Source: an optimization exercise on an open RTL-to-GDS flow (aim: small area). Production flows keep margins and buffers that such runs may drop.
The RTL was checked by simulation tests, not by an equivalence proof against the original design.
Power figures rest on the tool's default switching activity, not on a simulated workload.

[flow/config.mk]
export PLATFORM = sky130hd
export DESIGN_NAME = top
export DESIGN_NICKNAME = top
export VERILOG_FILES = /design/flow/design.v
export SDC_FILE = /design/flow/constraint.sdc
export NUM_CORES = 4
export LEC_CHECK = 0
export CAP_MARGIN = 20
export CORE_MARGIN = 2
export CORE_UTILIZATION = 40
export SLEW_MARGIN = 20
[flow/constraint.sdc]
create_clock -name core_clock -period 10.0 [get_ports {clk}]
set_input_delay 2.0000 -clock core_clock [delete_from_list [all_inputs] [get_ports {clk}]]
set_output_delay 2.0000 -clock core_clock [all_outputs]
set_load 0.01 [all_outputs]
[flow/design.v]
`timescale 1ns / 1ps
module seven_segment(
    input [3:0] sayac,
    output reg [6:0] segment
    );
    always @(*) begin
        case (sayac)
            4'd0: segment = ~7'b0111111;
            4'd1: segment = ~7'b0000110;
            4'd2: segment = ~7'b1011011;
            4'd3: segment = ~7'b1001111;
            4'd4: segment = ~7'b1100110;
            4'd5: segment = ~7'b1101101;
            4'd6: segment = ~7'b1111101;
            4'd7: segment = ~7'b0000111;
            4'd8: segment = ~7'b1111111;
            4'd9: segment = ~7'b1101111;
            default segment = ~7'b0000000;
        endcase
    end
endmodule
`timescale 1ns / 1ps
module bcd_incrementor(
input clk,
input rst,
input incr_i,
input rst_i,
output reg [3:0] h1, h10, s1,
output reg [2:0] s10
    );
    always @(posedge clk) begin
        if (rst || rst_i) begin
            h1 <= 4'd0; h10 <= 4'd0; s1 <= 4'd0; s10 <= 3'd0;
        end else if (incr_i) begin
            if (h1 != 4'd9) h1 <= h1 + 4'd1;
            else begin
                h1 <= 4'd0;
                if (h10 != 4'd9) h10 <= h10 + 4'd1;
                else begin
                    h10 <= 4'd0;
                    if (s1 != 4'd9) s1 <= s1 + 4'd1;
                    else begin
                        s1 <= 4'd0;
                        s10 <= (s10 == 3'd5) ? 3'd0 : s10 + 3'd1;
                    end
                end
            end
        end
    end
endmodule
`timescale 1ns / 1ps
module debouncer(
input clk,
input rst,
input signal_i,
output reg signal_o,
output a1
    );
    localparam [6:0] C_INIT = 7'b1100100, C_ST = 7'b1001000;
    reg [6:0] cnt;
    assign a1 = ~(cnt[6] | cnt[4] | cnt[2] | cnt[1] | cnt[0]);
    wire same = ~(signal_i ^ signal_o ^ a1);
    wire [6:0] nxt = {cnt[5:0], cnt[6] ^ cnt[5] ^ a1};
    always @(posedge clk) begin
        if (rst) begin
            cnt <= C_INIT;
            signal_o <= 1'b0;
        end else begin
            cnt <= same ? C_ST : nxt;
            signal_o <= signal_o ^ a1;
        end
    end
endmodule
`timescale 1ns / 1ps
module top(
input clk,
input rst,
input reset_i,
input start_i,
output [6:0] seven_seg_o,
output [3:0] anodes_o
    );
    wire start_deb, start_a1, reset_deb;
    debouncer start_debouncer(.clk(clk), .rst(rst), .signal_i(start_i), .signal_o(start_deb), .a1(start_a1));
    debouncer reset_debouncer(.clk(clk), .rst(rst), .signal_i(reset_i), .signal_o(reset_deb), .a1());
    reg run;
    always @(posedge clk)
        if (rst) run <= 1'b0;
        else run <= run ^ (start_a1 & ~start_deb);
    localparam [9:0] P0 = 10'b0000111000;
    reg [9:0] pre;
    wire tick = ~pre[0] & ~pre[1] & ~pre[2] & pre[3] & pre[4] & pre[5] & ~pre[6] & ~pre[7] & ~pre[8] & pre[9];
    always @(posedge clk)
        if (rst || reset_deb || (tick && !run)) pre <= P0;
        else if (run) pre <= {pre[8:0], pre[9] ^ pre[6] ^ tick};
    wire [3:0] h1, h10, s1;
    wire [2:0] s10;
    bcd_incrementor digits(.clk(clk), .rst(rst), .incr_i(tick), .rst_i(reset_deb),
        .h1(h1), .h10(h10), .s1(s1), .s10(s10));
    localparam [6:0] Q0 = 7'b1100011;
    reg [6:0] tm;
    reg [1:0] k;
    wire wrap = tm[0] & ~tm[1] & ~tm[2] & ~tm[3] & tm[4] & tm[5];
    always @(posedge clk)
        if (rst) begin
            tm <= Q0; k <= 2'd0;
        end else begin
            tm <= {tm[5:0], tm[6] ^ tm[5] ^ wrap};
            k <= k + {1'b0, wrap};
        end
    assign anodes_o = ~(4'b0001 << k);
    reg [3:0] dig;
    always @(posedge clk)
        if (rst) dig <= 4'd15;
        else case (k)
            2'd0: dig <= h1;
            2'd1: dig <= h10;
            2'd2: dig <= s1;
            default: dig <= {1'b0, s10};
        endcase
    seven_segment dec(.sayac(dig), .segment(seven_seg_o));
endmodule
[flow/run.sh]
#!/bin/bash
# synth_recipe.tcl (not shown) runs the flow's synth.tcl, then flattens the netlist and writes it again
# the make line also repeats each setting of config.mk as NAME=value (left out here)
make -C /OpenROAD-flow-scripts/flow DESIGN_CONFIG=/design/flow/config.mk WORK_HOME=/design/flow/orfs CLKGATE_MAP_FILE= SYNTH_SCRIPT=/design/flow/synth_recipe.tcl finish
==> impl_metrics.csv, run 1 <==
group,metric,value,unit
yosys,syn-instance-count,276,
sta,fmax,249,MHz
layout,fin_util,0.470,
yosys,synthFlopType,"dfxtp_1",
min_path,min_path_type,"reg2reg",
setup_path,crit_fanout,23,
global_routing,grt_pass1_wl,8020,um
die,core,6310,um^2
sta,period_minus_slack,4010,ps
placement,numPortBuffers,14,
routing,vias,1926,
yosys,yosysSeqAreaShare,0.450,
sta,hold_viol_final,0,
layout,n_antenna_cell,0,
routing,routed_wl,4690,um
setup_path,cp-start-kind,"input pin",
sta,fin_crit_sh,0.401,
layout,final_cell_area,2970,um^2
clock_network,cts-htree-levels,3,
setup_path,crit_arrival,4280,ps
global_routing,antenna_found_initial,0,
run,drv_cap,0,
status,run_status,"complete, no violations",
placement,hpwlAfterDp,3240,um
routing,dr.pass1.iters,4,
clock_network,cts_sinks,58,
yosys,synth_cell_types,47,
yosys,ys_ff_latch,58,
yosys,yosys_warnings,4,
yosys,yosysTopAreaCellShare,0.450,
yosys,syn-mean-instance-area,9.36,um^2
setup_path,criticalPathCategory,"in2reg",
sta,worst_clock_skew,10.7,ps
clock_network,clk_latency,340,ps
global_routing,track_usage,0.145,
setup_path,r2r_cells,6,
routing,drt_iter0_markers,149,
routing,routedWlPerCell,12.6,um
sta,slew_viol_final,0,
die,die_x,84.4,um
clock_network,clkTransAtPathRegs,70,ps
layout,drive_above_1_share,0.105,
clock_network,root_buffer,"clkbuf_8",
sta,setup_viol,0,
clock_network,ctsHoldBuffers,0,
routing,via_per_inst,5.18,
routing,drc_errors,0,
pwr,p_leak,1.09,nW
pwr,power.density,164,nW/um^2
clock_network,cts_resized,0,
yosys,synthArstFlopShare,0,
pwr,vdd_ir_drop_max,0.0942,mV
pwr,power,487,uW
yosys,yosys.area.top_type,"dfxtp_1",
yosys,synth_area,2580,um^2
clock_network,cts_tree,"yes",
die,rows,29,
sta,setup-tns-final,0,ps
clock_network,post_cts_buffers,0,
min_path,hold_depth,1,
die,boundaryPins,15,
global_routing,grt_overflow,0,
global_routing,grt_max_degree,24,
yosys,synth_area_leaders,"dfxtp_1, ha_1, a21oi_1, nor2b_1, nor2_1",
setup_path,required,10270,ps
sta,worst_pin_slew,798,ps
placement,placed_area,2780,um^2
die,die_area,7110,um^2
placement,place_congestion,0.738,
clock_network,cts_buffers,9,
yosys,synth_nets,287,
sta,rsz0062_at_grt,"false",
yosys,synth-edff-count,0,
global_routing,grt_pass1_vias,1736,
routing,final_antenna_net_count,0,
clock_network,clk_path_buf_depth,2,
layout,area_growth,14.9,%
sta,relSlewSlack,0.466,
die,initial_core_util,0.409,
layout,layout.nets,301,
setup_path,worstSetupEndpointType,"flip-flop",
die,fp.dieH,84.4,um
==> through the flow <==
stage,hold slack [ps],setup slack (ps),cells
after floorplan,405,6890,276
after global placement,409,5650,356
after detailed placement,413,5590,356
after CTS,429,5940,372
after global routing,439,5770,372
final,426,5990,372
==> cell families after synthesis <==
kind of cell	synth area share
compound gates	0.121
fa+ha+maj	0.0339
flops	0.450
simple gates	0.262
buf+inv	0.0339
xor+xnor	0.0426
mux	0.0577
==> state kept, by name (all words and copies together) (netlist names) <==
| signal | flops |
|---|---|
| digits.h1 | 4 |
| digits.h10 | 4 |
| digits.s1 | 4 |
| digits.s10 | 3 |
| k | 2 |
| pre | 10 |
| reset_debouncer.cnt | 7 |
| reset_debouncer.signal_o | 1 |
| run | 1 |
| seven_seg_o | 7 |
| start_debouncer.cnt | 7 |
| start_debouncer.signal_o | 1 |
| tm | 7 |
==> cells in the final DEF, fill, tap and decap left out, drive strengths merged, types with 10 or more instances in the layout <==
cell | synthesis | routed
clkbuf | 10 | 12
dfxtp | 58 | 58
a21oi | 17 | 17
o21ai | 10 | 10
inv | 11 | 11
nand2 | 19 | 19
nor2b | 13 | 13
clkdlybuf4s50 | 0 | 14
nor2 | 21 | 21
==> routing by layer <==
metal / part of all wire / track usage / wire [um] / vias up
li1: - / - / - / 1011
met1: 0.50 / 0.190 / 2330 / 865
met2: 0.43 / 0.213 / 1990 / 41
met3: 0.052 / 0.0452 / 244 / 9
met4: 0.024 / 0.0779 / 114 / 0
met5: 0 / 0 / 0 / -
==> critical path, stage by stage <==
cell and delay (ps):
clkdlybuf4s50_1 980, clkinv_1 450, o221ai_2 310, mux2_2 400, a22oi_1 120
==> cells in the mapped netlist (all sizes together), types with 2 or more instances <==
master / count
o21a: 4
ha: 7
xor2: 5
nor4bb: 3
mux2i: 7
inv: 11
nand3: 2
nor4: 4
nand2b: 8
or4: 5
and2: 3
nand4b: 4
mux4: 3
a211o: 3
o21ai: 10
nand4: 5
o31ai: 3
nor2b: 13
a22oi: 3
nor3b: 3
clkbuf: 10
or2: 8
or3: 5
nor2: 21
and3: 4
a21oi: 17
nand2: 19
xnor2: 5
o221ai: 2
dfxtp: 58
a31oi: 4
nor3: 6
==> power by group <==
| part | total, mW | internal (mW) | switching (mW) |
|---|---|---|---|
| Combinational | 0.0397 | 0.0187 | 0.0210 |
| Sequential | 0.247 | 0.241 | 0.00567 |
| Clock | 0.201 | 0.109 | 0.0917 |
| Total | 0.487 | 0.369 | 0.118 |
==> final cells by class <==
class | count | area, um^2
repair buffers | 14 | 140
multi-input cells | 195 | 1330
clock inverters | 4 | 25.0
well taps | 77 | 96.3
flip-flops and latches | 58 | 1160
fillers | 620 | 3350
inverters | 12 | 45.0
clock buffers | 12 | 165
==> final timing paths <==
kind | from | to | slack [ps]
worst min register to register | start_debouncer.cnt[3] | start_debouncer.cnt[4] | 430
worst max-delay path | rst | seven_seg_o[4] | 5990
worst max register to register | k[0] | seven_seg_o[5] | 7790
worst min-delay path | start_debouncer.cnt[3] | start_debouncer.cnt[4] | 430
==> run 2: changes to the inputs <==
--- a/flow/config.mk
+++ b/flow/config.mk
@@ -8,4 +8,7 @@
 export CAP_MARGIN = 20
 export CORE_MARGIN = 2
 export CORE_UTILIZATION = 40
+export CTS_BUF_LIST = sky130_fd_sc_hd__clkbuf_8
+export CTS_CLUSTER_DIAMETER = 500
+export CTS_CLUSTER_SIZE = 100
 export SLEW_MARGIN = 20
==> run 2 against run 1 <==
  * Still clean on timing, DRC and antenna
  * Combinational power about the same
  * Die area unchanged
  * Register-to-register slack about the same
  * Critical path depth unchanged
  * Count of clock-buffer cells in the layout unchanged
  * Synthesized cell count unchanged
  * Clock power about the same
  * Total power unchanged
  * Utilization unchanged
  * Hold slack unchanged
  * Critical path type unchanged
  * Highest routed layer unchanged
==> impl_metrics.csv, run 2 <==
group,metric,value,unit
sta,worst_slack,5990,ps
sta,slew_viol_final,0,
yosys,synthAdderAreaFrac,0.0339,
placement,pre_cts_ws,5590,ps
yosys,synthArstFlopShare,0,
global_routing,grt_pass1_vias,1736,
setup_path,startpoint,"rst",
setup_path,path_buf_inv,2,
sta,period_minus_slack,4010,ps
yosys,ys_ff_latch,58,
layout,final_common_cell,"dfxtp_1",
sta,setup-tns-final,0,ps
routing,vias,1926,
sta,worst_pin_slew,798,ps
yosys,yosysSeqAreaShare,0.450,
sta,fmax,249,MHz
yosys,synth_area_leaders,"dfxtp_1, ha_1, a21oi_1, nor2b_1, nor2_1",
clock_network,cts_resized,0,
clock_network,ctsHoldBuffers,0,
die,rows,29,
yosys,syn-mean-instance-area,9.36,um^2
sta,worst_clock_skew,10.7,ps
pwr,power,487,uW
routing,routedWlPerCell,12.6,um
clock_network,cts-htree-levels,3,
placement,numPlacedInstances,356,
layout,multi_input_area,1330,um^2
placement,numPortBuffers,14,
routing,routed_wl,4690,um
sta,relSlewSlack,0.466,
routing,drc_errors,0,
sta,hold_viol_final,0,
layout,fin_cells,372,
yosys,yosys_warnings,4,
yosys,synth_top_family_by_area,"simple AND/OR/NAND/NOR gates",
clock_network,cts_buffers,9,
setup_path,worstSetupEndpointType,"flip-flop",
setup_path,crit_fanout,23,
setup_path,required,10270,ps
sta,rsz0062_at_grt,"false",
setup_path,regToRegSetupSlack,7790,ps
yosys,synth_nets,287,
yosys,synth_xor_area_frac,0.0426,
status,run_status,"complete, no violations",
yosys,yosysTopAreaCellShare,0.450,
sta,setup_viol,0,
setup_path,r2r_start,"k[0]",
yosys,synth_cell_types,47,
die,initial_core_util,0.409,
placement,hpwlAfterDp,3240,um
routing,via_per_inst,5.18,
global_routing,track_usage,0.145,
die,die_x,84.4,um
layout,fillers,620,
setup_path,cp-start-kind,"input pin",
setup_path,criticalPathCategory,"in2reg",
layout,area_growth,14.9,%
yosys,yosysMostFrequentCell,"dfxtp_1",
yosys,synth_compound_area_frac,0.121,
die,fp.dieH,84.4,um
layout,largest_reg_flops,10,
yosys,synthTopCellsByCount,"dfxtp_1, nor2_1, nand2_1",
setup_path,crit_arrival,4280,ps
setup_path,cp_top_family,"buffers and inverters",
pwr,power.density,164,nW/um^2
layout,n_antenna_cell,0,
min_path,min_path_type,"reg2reg",
clock_network,clkTransAtPathRegs,70,ps
die,core,6310,um^2
clock_network,root_buffer,"clkbuf_8",
die,die_area,7110,um^2
setup_path,cp_slowest_stage_delay,980,ps
yosys,syn-instance-count,276,
placement,placed_area,2780,um^2
global_routing,grt_overflow,0,
global_routing,grt_pass1_wl,8020,um
clock_network,clk_latency,340,ps
setup_path,crit_chain,"clkdlybuf4s50_1 > clkinv_1 > o221ai_2 > mux2_2 > a22oi_1",
die,boundaryPins,15,
setup_path,crit_cells,5,
sta,finalHoldWorstSlack,426,ps
layout,fin_util,0.470,
setup_path,r2r-end,"seven_seg_o[5]",
layout,layout.nets,301,
yosys,muxShareOfSynthArea,0.0577,
clock_network,cts_tree,"yes",
run,drv_cap,0,
routing,drt_iter0_markers,149,
layout,register_area,1160,um^2
clock_network,clk_path_buf_depth,2,
pwr,p_leak,1.09,nW
clock_network,cts_sinks,58,
yosys,synthFlopType,"dfxtp_1",
yosys,yosys.area.top_type,"dfxtp_1",
setup_path,crit_end,"seven_seg_o[4]",
global_routing,grt_max_degree,24,
yosys,yosys.area_share.simple,0.262,
placement,place_congestion,0.738,
global_routing,antenna_found_initial,0,
clock_network,post_cts_buffers,0,
routing,dr.pass1.iters,4,
setup_path,r2r_cells,6,
layout,max_flop_register,"pre",
pwr,vdd_ir_drop_max,0.0942,mV
layout,final_cell_area,2970,um^2
routing,final_antenna_net_count,0,
setup_path,crit_path_top_delay_cell,"clkdlybuf4s50_1",
layout,final_cell_mix,"dfxtp_1, nor2_1, nand2_1",
yosys,synth-edff-count,0,
yosys,synth_area,2580,um^2
sta,fin_crit_sh,0.401,
layout,drive_above_1_share,0.105,
[run 2: cell counts in the layout (fill, tap and decap cells not counted)]
Identical to the previous run, type by type.
[run 2: worst min-delay path by stage]
stage / from / endpoint / slack, ps / depth (start not counted)
6_report: start_debouncer.cnt[3] / start_debouncer.cnt[4] / 430 / 1
5_1_grt: start_debouncer.cnt[3] / start_debouncer.cnt[4] / 440 / 1
4_1_cts: start_debouncer.cnt[3] / start_debouncer.cnt[4] / 430 / 1
3_5_place_dp: start_debouncer.cnt[3] / start_debouncer.cnt[4] / 410 / 1
3_3_place_gp: start_debouncer.cnt[3] / start_debouncer.cnt[4] / 410 / 1
2_1_floorplan: tm[0] / tm[1] / 410 / 1
[run 2: worst reg2reg max path: cells and delay by family (launching register included)]
kind / cells / cell delay [ps]
AO/OA/AOI/OAI: 1 / 70
adder cells (fa/ha/maj): 1 / 210
buffers and inverters: 1 / 130
flip-flops: 1 / 560
multiplexers: 1 / 560
AND/OR/NAND/NOR: 2 / 550
[run 2: cell families after synthesis]
group,count (synthesis)
muxes,11
AOI/OAI and AO/OA,49
buffers and inverters,23
adders and majority gates,7
DFF,58
and+or+nand+nor,117
xor gates and xnor gates,11
[run 2: power breakdown]
group,switching (mW),internal (mW)
registers,0.00567,0.241
clock network,0.0917,0.109
logic,0.0210,0.0187
[run 2: per-layer routing]
layer  up-vias  part of all wire  GRT usage
met1       865              0.50      0.190
li1       1011                 -          -
met5         -                 0          0
met2        41              0.43      0.213
met4         0             0.024     0.0779
met3         9             0.052     0.0452
[run 2: final cells by class]
class                   instances  area share
well taps                      77      0.0325
repair buffers                 14      0.0472
inverters                      12      0.0152
flip-flops and latches         58       0.391
multi-input cells             195       0.450
clock buffers                  12      0.0557
clock inverters                 4     0.00844
==> run 3: changes to the inputs <==
--- a/flow/config.mk
+++ b/flow/config.mk
@@ -8,7 +8,7 @@
 export CAP_MARGIN = 20
 export CORE_MARGIN = 2
 export CORE_UTILIZATION = 40
-export CTS_BUF_LIST = sky130_fd_sc_hd__clkbuf_8
+export CTS_BUF_LIST = sky130_fd_sc_hd__clkbuf_16
 export CTS_CLUSTER_DIAMETER = 500
 export CTS_CLUSTER_SIZE = 100
 export SLEW_MARGIN = 20
==> run 3 against run 2 <==
  * First-iteration DRC count is 6.7% higher
  * Clock skew down 4.3 ps
  * Hold slack lost 4.4 ps
  * Synthesized area did not move
  * Critical path depth did not move
  * Clock power increased by 31%
  * Global-route usage is 0.15 points higher
  * Via count is 1.5% higher
==> impl_metrics.csv, run 3 <==
group,metric,value,unit
pwr,p_sw,128,uW
setup_path,crit_path_top_delay_cell,"clkdlybuf4s50_1",
layout,max_flop_register,"pre",
clock_network,root_buffer,"clkbuf_16",
layout,fin_util,0.481,
pwr,p_leak,1.12,nW
global_routing,grt_overflow,0,
setup_path,path_buf_inv,2,
setup_path,cp_top_family,"buffers and inverters",
global_routing,track_usage,0.146,
global_routing,grt_max_degree,24,
setup_path,crit_fanout,23,
yosys,yosysSeqAreaShare,0.450,
status,run_status,"complete, no violations",
routing,drt_iter0_markers,159,
pwr,internal-power,424,uW
global_routing,grt_pass1_wl,8160,um
layout,final_common_cell,"dfxtp_1",
sta,worst_pin_slew,814,ps
clock_network,clkTransAtPathRegs,50,ps
setup_path,crit_arrival,4300,ps
sta,worst_clock_skew,6.39,ps
yosys,synth_nets,287,
pwr,power.density,181,nW/um^2
yosys,synth_area,2580,um^2
clock_network,cts_sinks,58,
clock_network,cts_buffers,9,
die,die_x,84.4,um
yosys,synthFlopType,"dfxtp_1",
yosys,syn-mean-instance-area,9.36,um^2
clock_network,cts-htree-levels,3,
layout,drive_above_1_share,0.0949,
sta,relSlewSlack,0.456,
yosys,synthArstFlopShare,0,
sta,fin_crit_sh,0.406,
setup_path,worstSetupEndpointType,"flip-flop",
routing,routed_wl,4720,um
yosys,yosys.area.top_type,"dfxtp_1",
clock_network,clk_path_buf_depth,2,
sta,rsz0062_at_grt,"false",
yosys,yosysMostFrequentCell,"dfxtp_1",
die,core,6310,um^2
layout,layout.nets,301,
pwr,combPwrFrac,0.072,
sta,slew_viol_final,0,
setup_path,cp-start-kind,"input pin",
yosys,ys_ff_latch,58,
clock_network,cts_resized,0,
placement,pre_cts_ws,5590,ps
setup_path,required,10250,ps
die,boundaryPins,15,
routing,vias,1954,
placement,hpwlAfterDp,3240,um
die,die_area,7110,um^2
clock_network,cts_tree,"yes",
layout,final_cell_area,3040,um^2
yosys,synth_area_leaders,"dfxtp_1, ha_1, a21oi_1, nor2b_1, nor2_1",
setup_path,crit_chain,"clkdlybuf4s50_1 > clkinv_1 > o221ai_2 > mux2_2 > a22oi_1",
clock_network,post_cts_buffers,0,
sta,setup-tns-final,0,ps
sta,finalHoldWorstSlack,422,ps
routing,routedWlPerCell,12.7,um
routing,drc_errors,0,
pwr,vdd_ir_drop_max,0.0921,mV
pwr,pwr-share-seq,0.448,
placement,place_congestion,0.738,
sta,setup_viol,0,
layout,fillers,608,
layout,area_growth,17.6,%
pwr,switching_share,0.232,
sta,fmax,246,MHz
clock_network,clk_latency,320,ps
global_routing,grt_pass1_vias,1742,
die,initial_core_util,0.409,
layout,n_antenna_cell,0,
routing,final_antenna_net_count,0,
setup_path,criticalPathCategory,"in2reg",
min_path,min_path_type,"reg2reg",
placement,numPortBuffers,14,
yosys,synth-edff-count,0,
yosys,yosysTopAreaCellShare,0.450,
sta,period_minus_slack,4060,ps
yosys,synth_cell_types,47,
clock_network,ctsHoldBuffers,0,
routing,via_per_inst,5.25,
setup_path,cp_slowest_stage_delay,1000,ps
yosys,yosys_warnings,4,
die,rows,29,
sta,hold_viol_final,0,
die,fp.dieH,84.4,um
run,drv_cap,0,
pwr,power.share.clock,0.479,
yosys,syn-instance-count,276,
sta,worst_slack,5940,ps
global_routing,antenna_found_initial,0,
layout,final_cell_mix,"dfxtp_1, nor2_1, nand2_1",
yosys,synthTopCellsByCount,"dfxtp_1, nor2_1, nand2_1",
layout,largest_reg_flops,10,
routing,dr.pass1.iters,4,
placement,placed_area,2780,um^2
[run 3: stage by stage]
step	total power [mW]	instances
after detailed placement	0.292	356
final	0.551	372
after floorplan	0.279	276
after global routing	0.576	372
after global placement	0.291	356
after CTS	0.559	372
[run 3: layer usage]
metal,share of wire,global-route usage,vias up
met5,0,0,-
met4,0.021,0.0693,0
met3,0.050,0.0511,10
met2,0.44,0.215,43
met1,0.49,0.193,888
li1,-,-,1013
[run 3: power groups by stage]
| stage | logic [mW] | registers (mW) | clock network, mW |
|---|---|---|---|
| 2_1_floorplan | 0.0274 | 0.251 | 0 |
| 3_3_place_gp | 0.0396 | 0.252 | 0 |
| 3_5_place_dp | 0.0400 | 0.252 | 0 |
| 4_1_cts | 0.0402 | 0.247 | 0.272 |
| 5_1_grt | 0.0443 | 0.248 | 0.284 |
| 6_report | 0.0398 | 0.247 | 0.264 |
[run 3: cell type report]
class,instances,area (um^2),area share
inverter,12,45.0,0.0148
timing repair buffer,14,140,0.0461
clock buffer,9,225,0.0741
multi-input combinational,195,1330,0.439
tap,77,96.3,0.0317
clock inverter,7,36.3,0.0119
sequential,58,1160,0.382
[run 3: path summary, 6_finish.rpt]
| check | to | start | slack, ps | depth (start not counted) |
|---|---|---|---|---|
| min | start_debouncer.cnt[4] | start_debouncer.cnt[3] | 420 | 1 |
| min reg2reg | start_debouncer.cnt[4] | start_debouncer.cnt[3] | 420 | 1 |
| max | seven_seg_o[4] | rst | 5940 | 5 |
| max reg2reg | seven_seg_o[5] | k[0] | 7770 | 6 |
[run 3: logic make-up (layout without fill, tap and decap cells)]
kind of cell,count (synthesis),in the layout,synth area share
adders and majority gates,7,7,0.0339
DFF,58,58,0.450
muxes,11,11,0.0577
AOI/OAI and AO/OA,49,49,0.121
xor gates and xnor gates,11,11,0.0426
buffers and inverters,23,42,0.0339
and+or+nand+nor,117,117,0.262

[re-timing with driven ports]
No port has a modelled driver above. Below, the same layouts with a new extraction and two added sets of constraints.
Step 1 assumes that a clkbuf_16 drives the clock port and a buf_2 every other input.
Step 2 times the ports against the registers' clock, not the clock port: input delays grow and output delays shrink by t, the midpoint of the rising clock arrivals with the driver on.
Three values: ideal ports, drivers, drivers and shift; two values: the first two.
run | shift t [ns] | setup WS [ns] | clock arrival spread, ns | worst register clock-pin slew, ns
run 1 | 0.365 | 5.989 / 5.989 / 5.624 | 0.011 / 0.010 | 0.07 / 0.07
run 2 | 0.365 | 5.989 / 5.989 / 5.624 | 0.011 / 0.010 | 0.07 / 0.07
run 3 | 0.352 | 5.942 / 5.946 / 5.594 | 0.006 / 0.006 | 0.05 / 0.05
After both steps setup and hold are still met in every run listed.
